From an optimization exercise on the open Yosys and OpenROAD flow, aimed at small area, a short achievable clock period and few clock cycles per item; shortcuts taken in it are not production practice.
In this exercise RTL edits were held to simulation tests only and were not proved equivalent to the original.

`design/flow/run.sh`:
```
#!/bin/bash
# synth_recipe.tcl (not shown) runs the flow's synth.tcl, then flattens the netlist and writes it again
# the make line also repeats each setting of config.mk as NAME=value (left out here)
make -C /OpenROAD-flow-scripts/flow DESIGN_CONFIG=/design/flow/config.mk WORK_HOME=/design/flow/orfs CLKGATE_MAP_FILE= SYNTH_SCRIPT=/design/flow/synth_recipe.tcl finish
```
`design/flow/config.mk`:
```
export PLATFORM = sky130hd
export DESIGN_NAME = chacha_BLOCK
export DESIGN_NICKNAME = chacha_BLOCK
export VERILOG_FILES = /design/flow/design.v
export SDC_FILE = /design/flow/constraint.sdc
export NUM_CORES = 4
export LEC_CHECK = 0
export CAP_MARGIN = 35
export CORE_MARGIN = 2
export CORE_UTILIZATION = 40
export SLEW_MARGIN = 35
```
`design/flow/constraint.sdc`:
```
create_clock -name core_clock -period 13.5 [get_ports {clk_i}]
set_input_delay 2.7000 -clock core_clock [delete_from_list [all_inputs] [get_ports {clk_i}]]
set_output_delay 2.7000 -clock core_clock [all_outputs]
set_load 0.01 [all_outputs]
```
`design/flow/design.v`:
```
`default_nettype none
module adder #(
    parameter integer DATA_BITS = 32
)(
    input  wire                         carry_i,
    input  wire [DATA_BITS-1 : 0]       a_i,
    input  wire [DATA_BITS-1 : 0]       b_i,
    output wire [DATA_BITS-1 : 0]       c_o,
    output wire                         carry_o
);
    assign {carry_o, c_o} = a_i + b_i + carry_i;
endmodule
`default_nettype none
module mux2to1 #(
    parameter integer DATA_BITS = 32
)(
    input  wire                   sel_i,
    input  wire [DATA_BITS-1 : 0] in_0_i,
    input  wire [DATA_BITS-1 : 0] in_1_i,
    output wire [DATA_BITS-1 : 0] out_o
);
    assign out_o = sel_i ? in_1_i : in_0_i;
endmodule
`default_nettype none
module register #(
    parameter integer DATA_BITS = 32
)(
    input  wire                   clk_i,
    input  wire                   rst_i,
    input  wire                   load_i,
    input  wire [DATA_BITS-1 : 0] data_i,
    output reg [DATA_BITS-1 : 0]  data_o
);
    always @(posedge clk_i) begin
        if (rst_i)       data_o <= 0;
        else if (load_i) data_o <= data_i;
    end
endmodule
`default_nettype none
module counter #(
    parameter integer DATA_BITS = 32,
    parameter integer INITIAL_VALUE = 0
)(
    input  wire                           clk_i,
    input  wire                           rst_i,
    input  wire                           init_i,
    input  wire                           incr_i,
    output reg [DATA_BITS-1 : 0]          counter_o
);
    always @(posedge clk_i)
        if(rst_i)        counter_o <= INITIAL_VALUE;
        else if (init_i) counter_o <= INITIAL_VALUE;
        else if (incr_i) counter_o <= counter_o + 1'b1;
endmodule
`default_nettype none
module comparator #(
    parameter integer DATA_BITS = 32
)(
    input  wire [DATA_BITS-1 : 0]   a_i,
    input  wire [DATA_BITS-1 : 0]   b_i,
    output wire                 a_eq_b_o
);
    assign a_eq_b_o = (a_i == b_i);
endmodule
`default_nettype none
module piso_shifter #(
    parameter integer PARALLEL_DATA_BITS = 16*32,
    parameter integer SHIFT_AMOUNT       = 8,
    parameter DIRECTION = "RIGHT"
)(
    input wire clk_i,
    input wire rst_i,
    input wire load_i,
    input wire shift_i,
    input wire [PARALLEL_DATA_BITS-1 : 0] parallel_i,
    output wire [SHIFT_AMOUNT-1 : 0] serial_o
);
    reg [PARALLEL_DATA_BITS-1 : 0] registers_q, registers_d;
    generate
        if (DIRECTION == "RIGHT")
            assign serial_o = registers_d[0 +: SHIFT_AMOUNT];
        else  
            assign serial_o = registers_d[PARALLEL_DATA_BITS-1 -: SHIFT_AMOUNT];
    endgenerate
    always @(*) begin
        registers_q = registers_d;
        if (DIRECTION == "RIGHT") begin    
            if (shift_i) registers_q = (registers_d >> SHIFT_AMOUNT);
        end 
        else begin  
            if (shift_i) registers_q = (registers_d << SHIFT_AMOUNT);
        end
        if (load_i)  registers_q = parallel_i;
    end 
    always @(posedge clk_i) begin
        if(rst_i) registers_d <= 0;
        else      registers_d <= registers_q;
    end
endmodule
`default_nettype none
module chacha_QUARTER_ROUND (
    input wire [31 : 0]      a_i,
    input wire [31 : 0]      b_i,
    input wire [31 : 0]      c_i,
    input wire [31 : 0]      d_i,
    output reg [31 : 0]      a_o,
    output reg [31 : 0]      b_o,
    output reg [31 : 0]      c_o,
    output reg [31 : 0]      d_o
);
    always @(*) begin
        a_o = a_i; b_o = b_i; c_o = c_i; d_o = d_i;
        a_o = a_o + b_o; 
        d_o = d_o ^ a_o; 
        d_o = {d_o[0 +: (32-16)], d_o[31 -: 16]};   
        c_o = c_o + d_o; 
        b_o = b_o ^ c_o; 
        b_o = {b_o[0 +: (32-12)], b_o[31 -: 12]};   
        a_o = a_o + b_o; 
        d_o = d_o ^ a_o; 
        d_o = {d_o[0 +: (32-8)], d_o[31 -: 8]};     
        c_o = c_o + d_o; 
        b_o = b_o ^ c_o; 
        b_o = {b_o[0 +: (32-7)], b_o[31 -: 7]};     
    end    
endmodule
`default_nettype none
module chacha_BLOCK_ROTATION (
    input  wire                rotate_i, 
    input  wire                direction_i,
    input  wire [16*32-1 : 0]  BLOCK_i,
    output reg  [16*32-1 : 0]  BLOCK_o
);
    wire [4*32-1 : 0] ROW_0, ROW_1, ROW_2, ROW_3;
    assign ROW_0 = BLOCK_i[0*4*32 +: 4*32];
    assign ROW_1 = BLOCK_i[1*4*32 +: 4*32];
    assign ROW_2 = BLOCK_i[2*4*32 +: 4*32];
    assign ROW_3 = BLOCK_i[3*4*32 +: 4*32];
    always @(*) begin
        BLOCK_o = BLOCK_i;
        if (rotate_i) begin 
            if (direction_i == 1'b1) begin 
                BLOCK_o[0*4*32 +: 4*32] = ROW_0;                                      
                BLOCK_o[1*4*32 +: 4*32] = {ROW_1[0 +: 1*32], ROW_1[4*32-1 -: 3*32]};  
                BLOCK_o[2*4*32 +: 4*32] = {ROW_2[0 +: 2*32], ROW_2[4*32-1 -: 2*32]};  
                BLOCK_o[3*4*32 +: 4*32] = {ROW_3[0 +: 3*32], ROW_3[4*32-1 -: 1*32]};  
            end 
            else begin
                BLOCK_o[0*4*32 +: 4*32] = ROW_0;                                      
                BLOCK_o[1*4*32 +: 4*32] = {ROW_1[0 +: 3*32], ROW_1[4*32-1 -: 1*32]};  
                BLOCK_o[2*4*32 +: 4*32] = {ROW_2[0 +: 2*32], ROW_2[4*32-1 -: 2*32]};  
                BLOCK_o[3*4*32 +: 4*32] = {ROW_3[0 +: 1*32], ROW_3[4*32-1 -: 3*32]};  
            end
        end
    end 
endmodule
`default_nettype none
module chacha_ADDER_SERIALIZER (
    input   wire               clk_i,
    input   wire               rst_i,
    input   wire               input_valid_i,
    input   wire [16*32-1 : 0] INITIAL_BLOCK_i,
    input   wire [16*32-1 : 0] FINAL_BLOCK_i,
    output  wire [8-1 : 0]     keystream_o,
    output  reg                keystream_valid_o,
    output  wire               ready_o
);
    reg  load_block, shift_word;
    wire [31 : 0] initial_block_word;
    wire [31 : 0] final_block_word;
    wire [31 : 0] added_word;
    wire [$clog2(16+1)-1 : 0] counter;
    reg init_counter;
    reg incr_counter;
    wire end_of_block;
    piso_shifter #(
        .PARALLEL_DATA_BITS (16*32),    
        .SHIFT_AMOUNT (32),
        .DIRECTION("LEFT")
    ) INITIAL_BLOCK_shifter_inst (
        .clk_i(clk_i),
        .rst_i(rst_i),
        .load_i(load_block),
        .shift_i(shift_word),
        .parallel_i(INITIAL_BLOCK_i),
        .serial_o(initial_block_word)        
    );
    piso_shifter #(
        .PARALLEL_DATA_BITS (16*32),    
        .SHIFT_AMOUNT(32),
        .DIRECTION("LEFT")
    ) FINAL_BLOCK_shifter_inst (
        .clk_i(clk_i),
        .rst_i(rst_i),
        .load_i(load_block),
        .shift_i(shift_word),
        .parallel_i(FINAL_BLOCK_i),
        .serial_o(final_block_word)        
    );
    adder #(
        .DATA_BITS (32)
    ) WORD_ADDER_inst (
        .carry_i (1'b0),
        .a_i (initial_block_word),
        .b_i (final_block_word),
        .c_o (added_word),
        .carry_o ()
    );
    reg load_word;
    reg shift_byte;
    piso_shifter #(
        .PARALLEL_DATA_BITS(32),    
        .SHIFT_AMOUNT(8)
    ) BYTE_shifter_inst (
        .clk_i(clk_i),
        .rst_i(rst_i),
        .load_i(load_word),
        .shift_i(shift_byte),
        .parallel_i(added_word),
        .serial_o(keystream_o)        
    );
    counter #(
        .DATA_BITS($clog2(16+1)),
        .INITIAL_VALUE(5'd1)
    ) WORD_COUNTER_inst (
        .clk_i(clk_i),
        .rst_i(rst_i),
        .init_i(init_counter),
        .incr_i(incr_counter),
        .counter_o(counter)
    );
    wire [2 : 0] byte_counter;
    reg init_byte_counter;
    reg incr_byte_counter;
    wire end_of_word;
    counter #(
        .DATA_BITS($clog2(4+1)),
        .INITIAL_VALUE(3'd1)
    ) BYTE_COUNTER_inst (
        .clk_i(clk_i),
        .rst_i(rst_i),
        .init_i(init_byte_counter),
        .incr_i(incr_byte_counter),
        .counter_o(byte_counter)
    );
    assign end_of_word  = byte_counter[2];
    assign end_of_block = (counter == 5'd17);
    localparam [1 : 0] IDLE_bit       = 2'd0,
                       SHIFT_WORD_bit = 2'd1,
                       SHIFT_BYTE_bit = 2'd2;
    localparam [2 : 0] IDLE      = (1'b1 << IDLE_bit),
                      SHIFT_WORD = (1'b1 << SHIFT_WORD_bit),
                      SHIFT_BYTE = (1'b1 << SHIFT_BYTE_bit);
    reg [2 : 0] cur_state, nxt_state;
    assign ready_o = cur_state[IDLE_bit];
    always @(posedge clk_i) begin
        if (rst_i)  cur_state <= IDLE;
        else        cur_state <= nxt_state;
    end    
    always @(*) begin
        load_block = 1'b0;
        shift_word = 1'b0;
        load_word = 1'b0;
        shift_byte = 1'b0;
        init_counter = 1'b0;
        incr_counter = 1'b0;
        init_byte_counter = 1'b0;
        incr_byte_counter = 1'b0;
        keystream_valid_o = 1'b0;
        nxt_state = cur_state;
        case(1'b1)
            cur_state[IDLE_bit]: begin
                load_block = 1'b1;
                init_counter = 1'b1;
                if (input_valid_i) nxt_state = SHIFT_WORD;
            end
            cur_state[SHIFT_WORD_bit]: begin
                shift_word = 1'b1;
                incr_counter = 1'b1;
                load_word = 1'b1;
                init_byte_counter = 1'b1;
                nxt_state = SHIFT_BYTE;
            end
            cur_state[SHIFT_BYTE_bit]: begin
                keystream_valid_o = 1'b1;
                if (end_of_word) begin
                    if (end_of_block) nxt_state = IDLE;
                    else  begin
                        shift_word = 1'b1;
                        incr_counter = 1'b1;
                        load_word = 1'b1;
                        init_byte_counter = 1'b1;
                    end
                end
                else begin
                    shift_byte = 1'b1;
                    incr_byte_counter = 1'b1; 
                end
            end
            default : nxt_state = IDLE; 
        endcase
    end
endmodule
`default_nettype none
module chacha_BLOCK_datapath #(
    parameter integer ROUND_COUNT = 10   
)(
    input wire                clk_i,
    input wire                rst_i,
    input wire [8*32-1 : 0]   key_i,      
    input wire [3*32-1 : 0]   nonce_i,
    input wire [1*32-1 : 0]   counter_i,
    output wire [8-1 : 0] keystream_o, 
    output wire           keystream_valid_o,
    output wire           serializer_ready_o,
    input  wire               init_block_i,
    input  wire               rotate_block_i,
    input  wire               rotate_direction_i,
    input  wire               set_qr_input_i,     
    input  wire               get_qr_output_i,  
    input  wire               init_counter_i,
    input  wire               incr_counter_i,
    input  wire               serialize_i,  
    output wire               last_round_o
);
    localparam [31 : 0] CONST_1 = 32'h61707865;
    localparam [31 : 0] CONST_2 = 32'h3320646e;
    localparam [31 : 0] CONST_3 = 32'h79622d32;
    localparam [31 : 0] CONST_4 = 32'h6b206574;
    wire [16*32-1 : 0] INITIAL_BLOCK_q, PREVIOUS_OUTPUT_BLOCK_q;
    wire [16*32-1 : 0] SAVED_INITIAL_BLOCK_d;
    wire [16*32-1 : 0] INPUT_BLOCK_q, INPUT_BLOCK_d;    
    wire [16*32-1 : 0] OUTPUT_BLOCK_pre_rot;
    wire [16*32-1 : 0] OUTPUT_BLOCK_q, OUTPUT_BLOCK_d;
    wire [$clog2(ROUND_COUNT+1)-1 : 0] round_counter; 
    assign INITIAL_BLOCK_q = {CONST_1, CONST_2, CONST_3, CONST_4,
                                          key_i,
                                 counter_i, nonce_i
                             };
    assign PREVIOUS_OUTPUT_BLOCK_q = OUTPUT_BLOCK_d; 
    register #(.DATA_BITS(32*16)) SAVED_INITIAL_BLOCK_REG_inst (
        .clk_i(clk_i),
        .rst_i(rst_i),
        .load_i(init_block_i),
        .data_i(INITIAL_BLOCK_q),
        .data_o(SAVED_INITIAL_BLOCK_d)
    );
    mux2to1 #(.DATA_BITS(32*16)) INPUT_MUX_inst (
        .sel_i(init_block_i),
        .in_0_i(PREVIOUS_OUTPUT_BLOCK_q),
        .in_1_i(INITIAL_BLOCK_q),
        .out_o(INPUT_BLOCK_q)
    );
    register #(.DATA_BITS(32*16)) INPUT_REG_inst (
        .clk_i(clk_i),
        .rst_i(rst_i),
        .load_i(set_qr_input_i),
        .data_i(INPUT_BLOCK_q),
        .data_o(INPUT_BLOCK_d)
    );
    genvar i;
    generate 
        for (i=0; i < 4; i = i + 1) begin         
            chacha_QUARTER_ROUND qr_inst (
                .d_i(INPUT_BLOCK_d[32*(0 + i) +: 32]), 
                .c_i(INPUT_BLOCK_d[32*(4  + i) +: 32]),
                .b_i(INPUT_BLOCK_d[32*(8 + i) +: 32]), 
                .a_i(INPUT_BLOCK_d[32*(12 + i) +: 32]),
                .d_o(OUTPUT_BLOCK_pre_rot[32*(0 + i) +: 32]),  
                .c_o(OUTPUT_BLOCK_pre_rot[32*(4  + i) +: 32]),
                .b_o(OUTPUT_BLOCK_pre_rot[32*(8 + i) +: 32]),  
                .a_o(OUTPUT_BLOCK_pre_rot[32*(12 + i) +: 32])
            );
        end
    endgenerate
    chacha_BLOCK_ROTATION blk_rot_inst (
        .rotate_i(rotate_block_i),
        .direction_i (rotate_direction_i),
        .BLOCK_i(OUTPUT_BLOCK_pre_rot),
        .BLOCK_o(OUTPUT_BLOCK_q)
    );
    register #(.DATA_BITS(32*16)) OUTPUT_REG_inst (
        .clk_i (clk_i),
        .rst_i (rst_i),
        .load_i(get_qr_output_i),
        .data_i(OUTPUT_BLOCK_q),
        .data_o(OUTPUT_BLOCK_d)
    );
    chacha_ADDER_SERIALIZER ADDER_SERIALIZER_inst (
        .clk_i(clk_i),
        .rst_i(rst_i),
        .input_valid_i(serialize_i),
        .INITIAL_BLOCK_i (SAVED_INITIAL_BLOCK_d),
        .FINAL_BLOCK_i (OUTPUT_BLOCK_d),
        .keystream_o (keystream_o),
        .keystream_valid_o (keystream_valid_o),
        .ready_o (serializer_ready_o)
    );
    counter #(.DATA_BITS($clog2(ROUND_COUNT+1))) ROUND_COUNTER_inst (
        .clk_i(clk_i),
        .rst_i(rst_i),
        .init_i(init_counter_i),
        .incr_i(incr_counter_i),
        .counter_o(round_counter)
    ); 
    comparator #(.DATA_BITS($clog2(ROUND_COUNT+1))) COMP_inst (
        .a_i(ROUND_COUNT), 
        .b_i(round_counter),
        .a_eq_b_o(last_round_o)
    );
endmodule
`default_nettype none
module chacha_BLOCK_fsm (
    input  wire  clk_i,
    input  wire  rst_i,
    input  wire  start_i,
    output reg   done_o,   
    output reg   ready_o, 
    output reg   init_block_o,
    output reg   rotate_block_o,
    output reg   rotate_direction_o,
    output reg   set_qr_input_o,     
    output reg   get_qr_output_o,    
    output reg   init_counter_o,
    output reg   incr_counter_o,
    output reg   serialize_o,
    input  wire  last_round_i,
    input  wire  serializer_ready_i
);
    localparam [2 : 0] IDLE_bit       = 3'd0,
                       COL_ROUND_bit  = 3'd1,
                       DIAG_ROUND_bit = 3'd2,
                       DONE_bit       = 3'd3,
                       WAIT1_bit = 3'd4,
                       WAIT2_bit = 3'd5;
    localparam [5 : 0] IDLE       = (1'b1 << IDLE_bit),
                       COL_ROUND  = (1'b1 << COL_ROUND_bit),
                       DIAG_ROUND = (1'b1 << DIAG_ROUND_bit),
                       DONE       = (1'b1 << DONE_bit),
                       WAIT1      = (1'b1 << WAIT1_bit),
                       WAIT2      = (1'b1 << WAIT2_bit);
   reg [5 : 0] cur_state, nxt_state;
   always @(posedge clk_i)
        if (rst_i) cur_state <= IDLE;
        else       cur_state <= nxt_state;
   always @(*) begin
       done_o          = 1'b0;
       ready_o         = 1'b0;
       init_block_o    = 1'b0;
       rotate_block_o   = 1'b0;
       rotate_direction_o = 1'b0;
       set_qr_input_o  = 1'b0;     
       get_qr_output_o = 1'b0;    
       init_counter_o  = 1'b0;
       incr_counter_o  = 1'b0;
       serialize_o     = 1'b0;
       nxt_state = cur_state;
       case(1'b1)
            cur_state[IDLE_bit]: begin
                ready_o = 1'b1;
                init_block_o = 1'b1;
                set_qr_input_o = 1'b1;
                init_counter_o = 1'b1;                
                if (start_i) nxt_state = COL_ROUND;
            end
            cur_state[COL_ROUND_bit]: begin
                incr_counter_o = 1'b1;
                rotate_block_o = 1'b1;
                rotate_direction_o = 1'b1; 
                get_qr_output_o = 1'b1;
                nxt_state = WAIT1;
            end             
            cur_state[WAIT1_bit]:  begin
                set_qr_input_o = 1'b1;
                nxt_state = DIAG_ROUND;
            end
            cur_state[DIAG_ROUND_bit]: begin
                rotate_block_o = 1'b1;
                rotate_direction_o = 1'b0;
                get_qr_output_o = 1'b1;
                nxt_state = WAIT2;
            end
            cur_state[WAIT2_bit]:  begin
                set_qr_input_o = 1'b1;
                if (last_round_i) nxt_state = DONE;
                else              nxt_state = COL_ROUND;
            end
            cur_state[DONE_bit]: begin
                if (serializer_ready_i) begin
                    serialize_o = 1'b1;
                    done_o = 1'b1;
                    nxt_state = IDLE;
                end
            end
            default : nxt_state = IDLE;
        endcase
   end
endmodule
`default_nettype none
module chacha_BLOCK #(
    parameter integer ROUND_COUNT = 10 
)(
    input wire                clk_i,
    input wire                rst_i,
    input wire [8*32-1 : 0]   key_i, 
    input wire [3*32-1 : 0]   nonce_i,
    input wire [1*32-1 : 0]   counter_i,
    output wire [8-1 : 0]   keystream_o,
    output wire             keystream_valid_o,
    input  wire  start_i,
    output wire   done_o,   
    output wire   ready_o
);
    wire   init_block;
    wire   rotate_block;
    wire   rotate_direction;
    wire   set_qr_input;     
    wire   get_qr_output;    
    wire   last_round;
    wire   init_counter;
    wire   incr_counter;
    wire   serialize;
    wire   serializer_ready;
    chacha_BLOCK_fsm fsm_inst (
        .clk_i(clk_i),
        .rst_i(rst_i),
        .start_i(start_i),
        .done_o(done_o),
        .ready_o(ready_o),
        .init_block_o(init_block),
        .rotate_block_o(rotate_block),
        .rotate_direction_o(rotate_direction),
        .set_qr_input_o(set_qr_input),     
        .get_qr_output_o(get_qr_output),    
        .init_counter_o(init_counter),
        .incr_counter_o(incr_counter),
        .serialize_o(serialize),
        .last_round_i(last_round),
        .serializer_ready_i(serializer_ready)
    );
    chacha_BLOCK_datapath #(.ROUND_COUNT(ROUND_COUNT)) datapath_inst (    
        .clk_i(clk_i),
        .rst_i(rst_i),
        .key_i(key_i),     
        .nonce_i(nonce_i),
        .counter_i(counter_i),
        .keystream_o(keystream_o),
        .init_block_i(init_block),
        .rotate_block_i(rotate_block),
        .rotate_direction_i(rotate_direction),
        .set_qr_input_i(set_qr_input),     
        .get_qr_output_i(get_qr_output),    
        .init_counter_i(init_counter),
        .incr_counter_i(incr_counter),
        .serialize_i(serialize),
        .last_round_o(last_round),
        .keystream_valid_o(keystream_valid_o),
        .serializer_ready_o(serializer_ready)
    );
endmodule
```
==> out/metrics.csv <==
metric,value,unit
CP startpoint kind,flip-flop,
TritonCTS clock tree,built,
final WL,778.9,mm
min cycle time layout,13010,ps
kind of end point of the critical path,flip-flop,
mean number of vias per cell,6.195,
Synth async-reset ratio,0,%
hold crit path type,flip-flop to flip-flop,
Final nets,15720,
Final Setup Violations,0,
mean routed wirelength per cell,40.51,um
post-synth top area cell,sky130_fd_sc_hd__dfxtp_1,
highest achievable clock rate,0.07683,GHz
vertical extent of the die,567.4,um
number of synthesized register bits,2486,
arrival time reported for the critical path endpoint,13850,ps
worst endpoint required time,14340,ps
initial antenna violation count,106,
source-to-sink clock delay at the later pin of the worst-skew pair,960,ps
HPWL after detailed placement,638.2,mm
slowest CP cell,sky130_fd_sc_hd__xor2_1,
DRC violations left,0,
number of global-route vias before repair,107500,
GRT Resource Usage Total,46.51,%
Cell Rows,206,
post-route cell area,150600,sq um
Initial Utilization,40.25,%
setup repair after global routing missed its margin,false,
Clock Sinks,2486,
"commonest cells after routing, fill and taps aside","2484 x sky130_fd_sc_hd__dfxtp_1, 2450 x sky130_fd_sc_hd__nor2_1, 1479 x sky130_fd_sc_hd__mux2i_1, 1277 x sky130_fd_sc_hd__a211oi_1, 869 x sky130_fd_sc_hd__a21oi_1",
number of warnings printed during yosys synthesis,11,
layout cells sized above 1,10.21,%
"worst slack, placed",469.6,ps
number of iterations in the first detailed-routing pass,9,
number of hold buffers added after cts,0,
number of antenna-violating nets in the routed design,0,
post-route fraction of the period consumed by the critical path,96.41,%
floorplan core area,315500,sq um
Util after Layout,47.75,%
die extent in x,567.4,um
Final Slew Violations,0,
pin count of the biggest net entering global routing,228,
run status,"complete, no violations",
maximum root-to-sink buffer count,4,
start-to-end type of the worst setup path,flip-flop to flip-flop,
total die area,322000,sq um
number of hold violations in the final report,0,
number of flops mapped to enable cells by yosys,0,
distinct cell type count of the synthesized netlist,110,
clock edge transition at the registers on the reported setup and hold paths,70,ps
Crit path largest cell delay,750,ps
total placed instance area,140000,sq um
cts bufs inserted,288,
count of fill cells added during filler insertion,30850,
most frequent CP cell,sky130_fd_sc_hd__a21oi_1,
mean instance size in the synthesized netlist,8.877,sq um
top_reg_cell synth,sky130_fd_sc_hd__dfxtp_1,
multi-input combinational cell area,74160,sq um
post-route setup slack,485.0,ps
H-tree depth,5,
sequential cell area fraction in the yosys report,39.19,%
initial detailed-routing violation count,17300,
quantity of I/O buffers inserted on ports,397,
global-route wire length before repair,1004,mm
maximum fanout along the worst path,4,
Synth top area share,39.19,%
number of standard cells after synthesis,14310,
actual slew at the worst max-slew pin,1199,ps
post-synthesis instance area,127000,sq um
"Remaining Overflow, GRT",0,
aggregate negative setup slack,0,ps
gp weighted congestion,1.136,
relative slew slack,19.47,%
most frequent standard cell in the layout excluding fill and tap cells,sky130_fd_sc_hd__dfxtp_1,
Area Growth Syn to Fin,18.63,%
Root Driver,sky130_fd_sc_hd__clkbuf_16,
top-level I/O count,398,
cell types occupying the most area after synthesis,"sky130_fd_sc_hd__dfxtp_1 39%, sky130_fd_sc_hd__mux2i_1 12%, sky130_fd_sc_hd__a211oi_1 7.5%, sky130_fd_sc_hd__nor2_1 7.3%, sky130_fd_sc_hd__ha_1 5.3%",
number of violations of the max-capacitance limit,0,
worst-case clock skew,68.69,ps
Register Area,49780,sq um
net count after synthesis,15250,
vias post-DR,119100,
cell type report:
| class | count | area share (%) |
|---|---|---|
| multi-input cells | 10630 | 49.22 |
| clock inverters | 102 | 1.091 |
| repair buffers | 1195 | 7.094 |
| clock buffers | 418 | 5.562 |
| flip-flops and latches | 2486 | 33.04 |
| inverters | 176 | 0.4385 |
| diodes | 57 | 0.09468 |
| well taps | 4160 | 3.455 |
path summary, 6_finish.rpt:
| path | startpoint | end | slack (ps) | cells past startpoint |
|---|---|---|---|---|
| worst min-delay path | flip-flop | flip-flop | 450 | 2 |
| worst max-delay path | datapath_inst.INPUT_REG_inst.data_o[353] | datapath_inst.OUTPUT_REG_inst.data_o[222] | 490 | 50 |
| worst max register to register | datapath_inst.INPUT_REG_inst.data_o[353] | datapath_inst.OUTPUT_REG_inst.data_o[222] | 490 | 50 |
| worst min register to register | flip-flop | flip-flop | 450 | 2 |
cell usage after synthesis (18+ instances only):
cell                        instances
sky130_fd_sc_hd__nand3_1           80
sky130_fd_sc_hd__nand2_1          795
sky130_fd_sc_hd__o31ai_1           18
sky130_fd_sc_hd__inv_1            175
sky130_fd_sc_hd__nor4_1            41
sky130_fd_sc_hd__nand3b_1          82
sky130_fd_sc_hd__dfxtp_1         2486
sky130_fd_sc_hd__mux2i_1         1508
sky130_fd_sc_hd__xor2_1           514
sky130_fd_sc_hd__o21bai_1          81
sky130_fd_sc_hd__a21o_1           237
sky130_fd_sc_hd__a311oi_1          44
sky130_fd_sc_hd__o211ai_1          36
sky130_fd_sc_hd__nand4_1           44
sky130_fd_sc_hd__or2_2             20
sky130_fd_sc_hd__a21oi_1          875
sky130_fd_sc_hd__and2_1            21
sky130_fd_sc_hd__a211oi_1        1277
sky130_fd_sc_hd__ha_1             536
sky130_fd_sc_hd__o21ai_1           33
sky130_fd_sc_hd__a2111oi_0         98
sky130_fd_sc_hd__a31o_2            19
sky130_fd_sc_hd__nor2b_1           81
sky130_fd_sc_hd__o21ai_0          312
sky130_fd_sc_hd__clkbuf_1         910
sky130_fd_sc_hd__a211o_1           19
sky130_fd_sc_hd__nor2_1          2462
sky130_fd_sc_hd__buf_1             84
sky130_fd_sc_hd__nor3_1           198
sky130_fd_sc_hd__o21a_1            65
sky130_fd_sc_hd__a221oi_1          20
sky130_fd_sc_hd__and3_1            55
sky130_fd_sc_hd__or3_1             24
sky130_fd_sc_hd__a22oi_1           25
sky130_fd_sc_hd__xnor2_1          475
sky130_fd_sc_hd__a31oi_1           37
sky130_fd_sc_hd__nand2b_1          59
sky130_fd_sc_hd__a222oi_1         100
sky130_fd_sc_hd__a22o_1            92
critical path: cells and delay by family (launching register included):
kind,cells,cell delay [ps]
AO/OA/AOI/OAI,31,6760
buffers and inverters,3,580
flip-flops,1,440
AND/OR/NAND/NOR,4,590
adder cells (fa/ha/maj),5,1800
XOR/XNOR,7,2680
cells by family (layout without fill, tap and decap cells):
| logic type | Yosys count | in the layout | share of synthesized area, % |
|---|---|---|---|
| multiplexers | 1509 | 1509 | 11.90 |
| other | 0 | 57 | 0 |
| buffers and inverters | 1186 | 1891 | 3.555 |
| AO/OA/AOI/OAI | 3564 | 3564 | 19.44 |
| XOR/XNOR | 1013 | 1013 | 7.242 |
| flip-flops | 2486 | 2486 | 39.19 |
| AND/OR/NAND/NOR | 3994 | 3994 | 13.12 |
| adder cells (fa/ha/maj) | 553 | 553 | 5.549 |
repair_timing:
item,4_1_cts,5_1_grt
setup endpoints to repair,0,49
resized for setup,0,17
setup buffers,0,2
endpoints found under the hold margin,0,0
through the flow:
step | hold WS (ps) | cells
final | 451.6 | 19230
after global routing | 472.6 | 19180
after CTS | 455.2 | 19160
after detailed placement | 446.1 | 18640
after global placement | 440.3 | 18640
after floorplan | 431.7 | 14310
per-layer routing:
| layer | share of wire (%) | GRT usage (%) | up-vias |
|---|---|---|---|
| li1 | - | - | 52390 |
| met1 | 39 | 58.54 | 58590 |
| met2 | 40 | 64.97 | 6595 |
| met3 | 11 | 14.76 | 1491 |
| met4 | 9.5 | 37.16 | 42 |
| met5 | 0.067 | 0.6247 | - |
Testbench counts, summed over its fixed seeds: cycles 6,664, blocks 96.

-- what the ideal ports hide --
Ports are ideal in the flow. The routed layout listed here was re-timed in OpenROAD. Step 1 (the two cells are an assumption about what drives the block):
set clk [get_ports {clk_i}]
set_driving_cell -lib_cell sky130_fd_sc_hd__clkbuf_16 $clk
set_driving_cell -lib_cell sky130_fd_sc_hd__buf_2 [delete_from_list [all_inputs] $clk]
Step 2 times the ports against the registers' clock, not the clock port: input delays grow and output delays shrink by t, the midpoint of the rising clock arrivals with the driver on. Three values: no drivers, after step 1, after step 2; two values: the first two.
shift t [ns]: 1.049
setup slack, ns: 0.485 / 0.485 / 0.485
worst setup path at the end: register to register
slew at the worst register clock pin (ns): 0.08 / 0.08
After both steps setup and hold are still met in this run. The setup slack of this run moves by 0.000 ns with the drivers and by 0.000 ns with both steps.
